This is an optimization exercise on Yosys and OpenROAD, whose aim is small area, a short achievable clock period and few clock cycles per item, not a production implementation. Function was checked by simulation only, so behaviour that the tests miss may differ from the original.

== run A ==
==> flow/design.v <==
`timescale 1ns / 1ps
module simon_engine (
  input  logic           clk,                  
  input  logic           rst,                  
  input  logic           ctrl_in_begin,        
  input  logic [10:0]    ctrl_in_num_blocks,   
  input  logic [63:0]    ctrl_in_key,          
  output logic           done_intr,            
  output logic [31:0]    pt_addra,
  input  logic [31:0]    pt_rd_data,
  output logic [31:0]    ct_addra,
  output logic [31:0]    ct_wr_data,
  output logic [3:0]     ct_wea
);
  localparam int R  = 3;                
  localparam int NS = (32 + R - 1) / R;         
  localparam int R0 = 32 - R * (NS - 1);        
  localparam logic [61:0] Z = 62'b01100111000011010100100010111110110011100001101010010001011111;
  logic          run;      
  logic [NS:1]   tok;      
  logic [10:0]   rd;       
  logic [10:0]   wr;       
  logic [10:0]   left;     
  logic          wea_r, done_r;
  wire start = !run && ctrl_in_begin;
  always_ff @(posedge clk) begin
    if (!rst) begin
      run    <= 1'b0;
      tok    <= '0;
      rd     <= '0;
      wea_r  <= 1'b0;
      done_r <= 1'b0;
    end else begin
      tok    <= {tok[NS-1:1], start};
      if (start)
        run <= 1'b1;
      else if (done_r)
        run <= 1'b0;
      rd     <= (run && !done_r) ? rd + 1'b1 : {10'd0, start};
      wea_r  <= tok[NS] || (wea_r && !done_r);
      done_r <= (tok[NS] && left == 11'd1) || (wea_r && left == 11'd2);
    end
    if (!run) begin
      wr   <= '0;
      left <= ctrl_in_num_blocks;
    end else if (wea_r) begin
      wr   <= wr + 1'b1;
      left <= left - 1'b1;
    end
  end
  function automatic logic [15:0] ror(input logic [15:0] v, input int s);
    ror = (v >> s) | (v << (16 - s));
  endfunction
  function automatic logic [R-1:0] zbits(input int n);
    zbits = Z[R*n +: R];
  endfunction
  localparam logic [64*67-1:0] KM = {
    67'h8f01801401ec00a0,
    67'hc780400a00f60050,
    67'h263c02005007b0028,
    67'h231e09002803d0014,
    67'h18f04801c01e000a,
    67'h10c78a400600f0005,
    67'h63c5200b0078002,
    67'h1031e2900d8034001,
    67'h18f1480ec01a000,
    67'h80c70a40f6005000,
    67'hc06305207b002800,
    67'he03102903d801400,
    67'hf01801481ec00a00,
    67'h780c00a40f600500,
    67'h3c06005207b00280,
    67'h41e03002903d80140,
    67'ha080018014000c,
    67'h50c000400a0006,
    67'h10028600020050003,
    67'h10014300090028001,
    67'ha18004801c000,
    67'h50c00a4006000,
    67'h8002060052003000,
    67'h4001030029001800,
    67'ha000018014800c00,
    67'h500000c00a400600,
    67'h2800006005200300,
    67'h1400003002900180,
    67'ha000018014800c0,
    67'h500000c00a40060,
    67'h280000600520030,
    67'h20140000300290018,
    67'hc000080018000,
    67'h60000c0004000,
    67'h3000060002000,
    67'h8001000030001000,
    67'hc000000018000800,
    67'h600000000c000400,
    67'h3000000006000200,
    67'h1800000003000100,
    67'hc00000001800080,
    67'h600000000c00040,
    67'h300000000600020,
    67'h180000000300010,
    67'hc0000000180008,
    67'h600000000c0004,
    67'h30000000060002,
    67'h10018000000030001,
    67'h8000000000000000,
    67'h4000000000000000,
    67'h2000000000000000,
    67'h1000000000000000,
    67'h800000000000000,
    67'h400000000000000,
    67'h200000000000000,
    67'h100000000000000,
    67'h80000000000000,
    67'h40000000000000,
    67'h20000000000000,
    67'h10000000000000,
    67'h8000000000000,
    67'h4000000000000,
    67'h2000000000000,
    67'h1000000000000
  };
  localparam logic [63:0] KC = 64'ha0fcaffcfffc0000;
  function automatic logic [63:0] kstep(input logic [63:0] k, input logic [R-1:0] zb);
    for (int b = 0; b < 64; b++) kstep[b] = ^({zb, k} & KM[(R+64)*b +: R+64]) ^ KC[b];
  endfunction
  logic [63:0]  ks;
  logic [R-1:0] zr;
  wire  [63:0]  kn = kstep(ks, zr);
  always_ff @(posedge clk) begin
    ks <= run ? kn : ctrl_in_key;
    zr <= zbits(0);
    for (int s = 1; s < NS; s++)
      if (tok[s]) zr <= zbits(s);
  end
  function automatic int stage_of(input int j);
    stage_of = (j < R0) ? 0 : 1 + (j - R0) / R;
  endfunction
  logic [15:0] rkey [0:31];
  for (genvar j = 0; j < 32; j++) begin : g_key
    localparam int S = stage_of(j);
    localparam int O = j - R * (S - 1);
    if (j < 4) begin : g_in
      assign rkey[j] = ctrl_in_key[16*j +: 16];
    end else if (O < 4) begin : g_ks
      always_ff @(posedge clk)
        if (tok[S]) rkey[j] <= ks[16*O +: 16];
    end else begin : g_kn
      always_ff @(posedge clk)
        if (tok[S]) rkey[j] <= kn[16*(O-R) +: 16];
    end
  end
  function automatic logic [31:0] rounds(input logic [31:0] b, input logic [16*R-1:0] k, input int n);
    logic [15:0] x, y, t;
    x = b[31:16];
    y = b[15:0];
    for (int j = 0; j < n; j++) begin
      t = x;
      x = y ^ ({x[14:0], x[15]} & {x[7:0], x[15:8]}) ^ {x[13:0], x[15:14]} ^ k[16*j +: 16];
      y = t;
    end
    rounds = {x, y};
  endfunction
  logic [31:0] d [0:NS];
  assign d[0] = pt_rd_data;
  for (genvar s = 0; s < NS; s++) begin : g_stage
    localparam int F = (s == 0) ? 0 : R0 + R * (s - 1);    
    localparam int N = (s == 0) ? R0 : R;                  
    logic [16*R-1:0] k;
    for (genvar j = 0; j < R; j++) begin : g_k
      if (j < N) begin : g_v
        assign k[16*j +: 16] = rkey[F + j];
      end else begin : g_x
        assign k[16*j +: 16] = '0;
      end
    end
    always_ff @(posedge clk)
      d[s+1] <= rounds(d[s], k, N);
  end
  assign pt_addra   = {19'd0, rd, 2'b00};
  assign ct_addra   = {19'd0, wr, 2'b00};
  assign ct_wr_data = d[NS];
  assign ct_wea     = {4{wea_r}};
  assign done_intr  = done_r;
endmodule
==> flow/config.mk <==
export PLATFORM = sky130hd
export DESIGN_NAME = simon_engine
export DESIGN_NICKNAME = simon_engine
export VERILOG_FILES = /design/flow/design.v
export SDC_FILE = /design/flow/constraint.sdc
export NUM_CORES = 4
export LEC_CHECK = 0
export ABC_CLOCK_PERIOD_IN_PS = 2100
export CAP_MARGIN = 20
export CORE_MARGIN = 2
export CORE_UTILIZATION = 40
export CTS_CLUSTER_DIAMETER = 120
export CTS_CLUSTER_SIZE = 24
export SETUP_SLACK_MARGIN = 1.9
export SLEW_MARGIN = 20
==> flow/constraint.sdc <==
create_clock -name core_clock -period 4.0 [get_ports {clk}]
set_input_delay 0.8000 -clock core_clock [delete_from_list [all_inputs] [get_ports {clk}]]
set_output_delay 0.8000 -clock core_clock [all_outputs]
set_load 0.01 [all_outputs]
run.sh (not shown) runs the stock make flow with config.mk's settings and CLKGATE_MAP_FILE= SYNTH_SCRIPT=/design/flow/synth_recipe.tcl, a recipe that flattens the netlist after the stock synthesis.
Testbench counts of run A, summed over its fixed seeds: cycles 5,453, blocks 3,917.
Modified inputs, run B compared to run A
-- flow/design.v --
<<< run A, line 19
  logic          run;      
  logic [NS:1]   tok;      
  logic [10:0]   rd;       
  logic [10:0]   wr;       
  logic [10:0]   left;     
  logic          wea_r, done_r;
  wire start = !run && ctrl_in_begin;
  always_ff @(posedge clk) begin
    if (!rst) begin
>>> run B, line 19
  logic          run;      
  logic [NS:1]   tok;      
  logic [11:0]   rd;       
  logic [10:0]   wr;       
  logic          wea_r, done_r;
  wire start = !run && ctrl_in_begin;
  wire [11:0] last = {1'b0, ctrl_in_num_blocks} + 12'(NS - 1);
  always_ff @(posedge clk) begin
    if (!rst) begin
<<< run A, line 37
      else if (done_r)
        run <= 1'b0;
      rd     <= (run && !done_r) ? rd + 1'b1 : {10'd0, start};
      wea_r  <= tok[NS] || (wea_r && !done_r);
      done_r <= (tok[NS] && left == 11'd1) || (wea_r && left == 11'd2);
    end
    if (!run) begin
      wr   <= '0;
      left <= ctrl_in_num_blocks;
    end else if (wea_r) begin
      wr   <= wr + 1'b1;
      left <= left - 1'b1;
    end
  end
  function automatic logic [15:0] ror(input logic [15:0] v, input int s);
>>> run B, line 37
      else if (done_r)
        run <= 1'b0;
      rd     <= (run && !done_r) ? rd + 1'b1 : {11'd0, start};
      wea_r  <= tok[NS] || (wea_r && !done_r);
      done_r <= run && (rd == last);
    end
    if (!run)
      wr <= '0;
    else if (wea_r)
      wr <= wr + 1'b1;
  end
  function automatic logic [15:0] ror(input logic [15:0] v, input int s);
<<< run A, line 178
      d[s+1] <= rounds(d[s], k, N);
  end
  assign pt_addra   = {19'd0, rd, 2'b00};
  assign ct_addra   = {19'd0, wr, 2'b00};
  assign ct_wr_data = d[NS];
>>> run B, line 175
      d[s+1] <= rounds(d[s], k, N);
  end
  assign pt_addra   = {19'd0, rd[10:0], 2'b00};
  assign ct_addra   = {19'd0, wr, 2'b00};
  assign ct_wr_data = d[NS];
--- outcome ---
Run B gives less number of gates resized after cts than run A did.
Sort run A and run B by core area asc -> top: run A
Detailed placer's ending HPWL was higher in run A than in run B.
Compared with run A, run B shows final critical path time including I/O delays and setup higher by 0.0055 ns.
Every run in the comparison, run A and run B, completed the flow with a clean layout.
Sort run A and run B by number of global-route vias before repair, ascending, and run B comes first.
Run B vs. run A: final area about even, tightest hold margin moved up.
Run comparison: run A launch point of the critical path ks[62]; run B launch point of the critical path ctrl_in_key[38]
The count of inverters not on the clock network in the layout number comes out lower for run B vs run A.
Run A → run B: area added between synthesis and finish has decreased; number of CTS-inserted buffers has decreased; number of nets in the finished design has remained practically unchanged; mapped cell area has increased.
Testbench counts of run B, summed over its fixed seeds: cycles 5,453, blocks 3,917.

afterwards: timing with drivers on the ports:
In the flow no input, the clock included, has a driving cell. The finished layouts below were timed again as built, in two steps.
Step 1: set_driving_cell puts a clkbuf_16 on clk and a buf_2 on each other input, an assumption about the parent block.
Step 2 also shifts input and output timing later by t, the mid clock arrival at the registers, as if the neighbouring blocks saw the same clock.
Slacks: no drivers / after step 1 / after step 2; pairs: no drivers / after step 1.
run | t, ns | setup slack, ns | clock arrival spread, ns
run A | 0.708 | 1.889 / 1.873 / 1.264 | 0.051 / 0.051
run B | 0.695 | 1.884 / 1.859 / 1.231 | 0.046 / 0.046
After both steps setup and hold are still met in every run listed. The setup slack of run B, which loses most, moves by -0.025 ns with the drivers and by -0.653 ns with both steps.
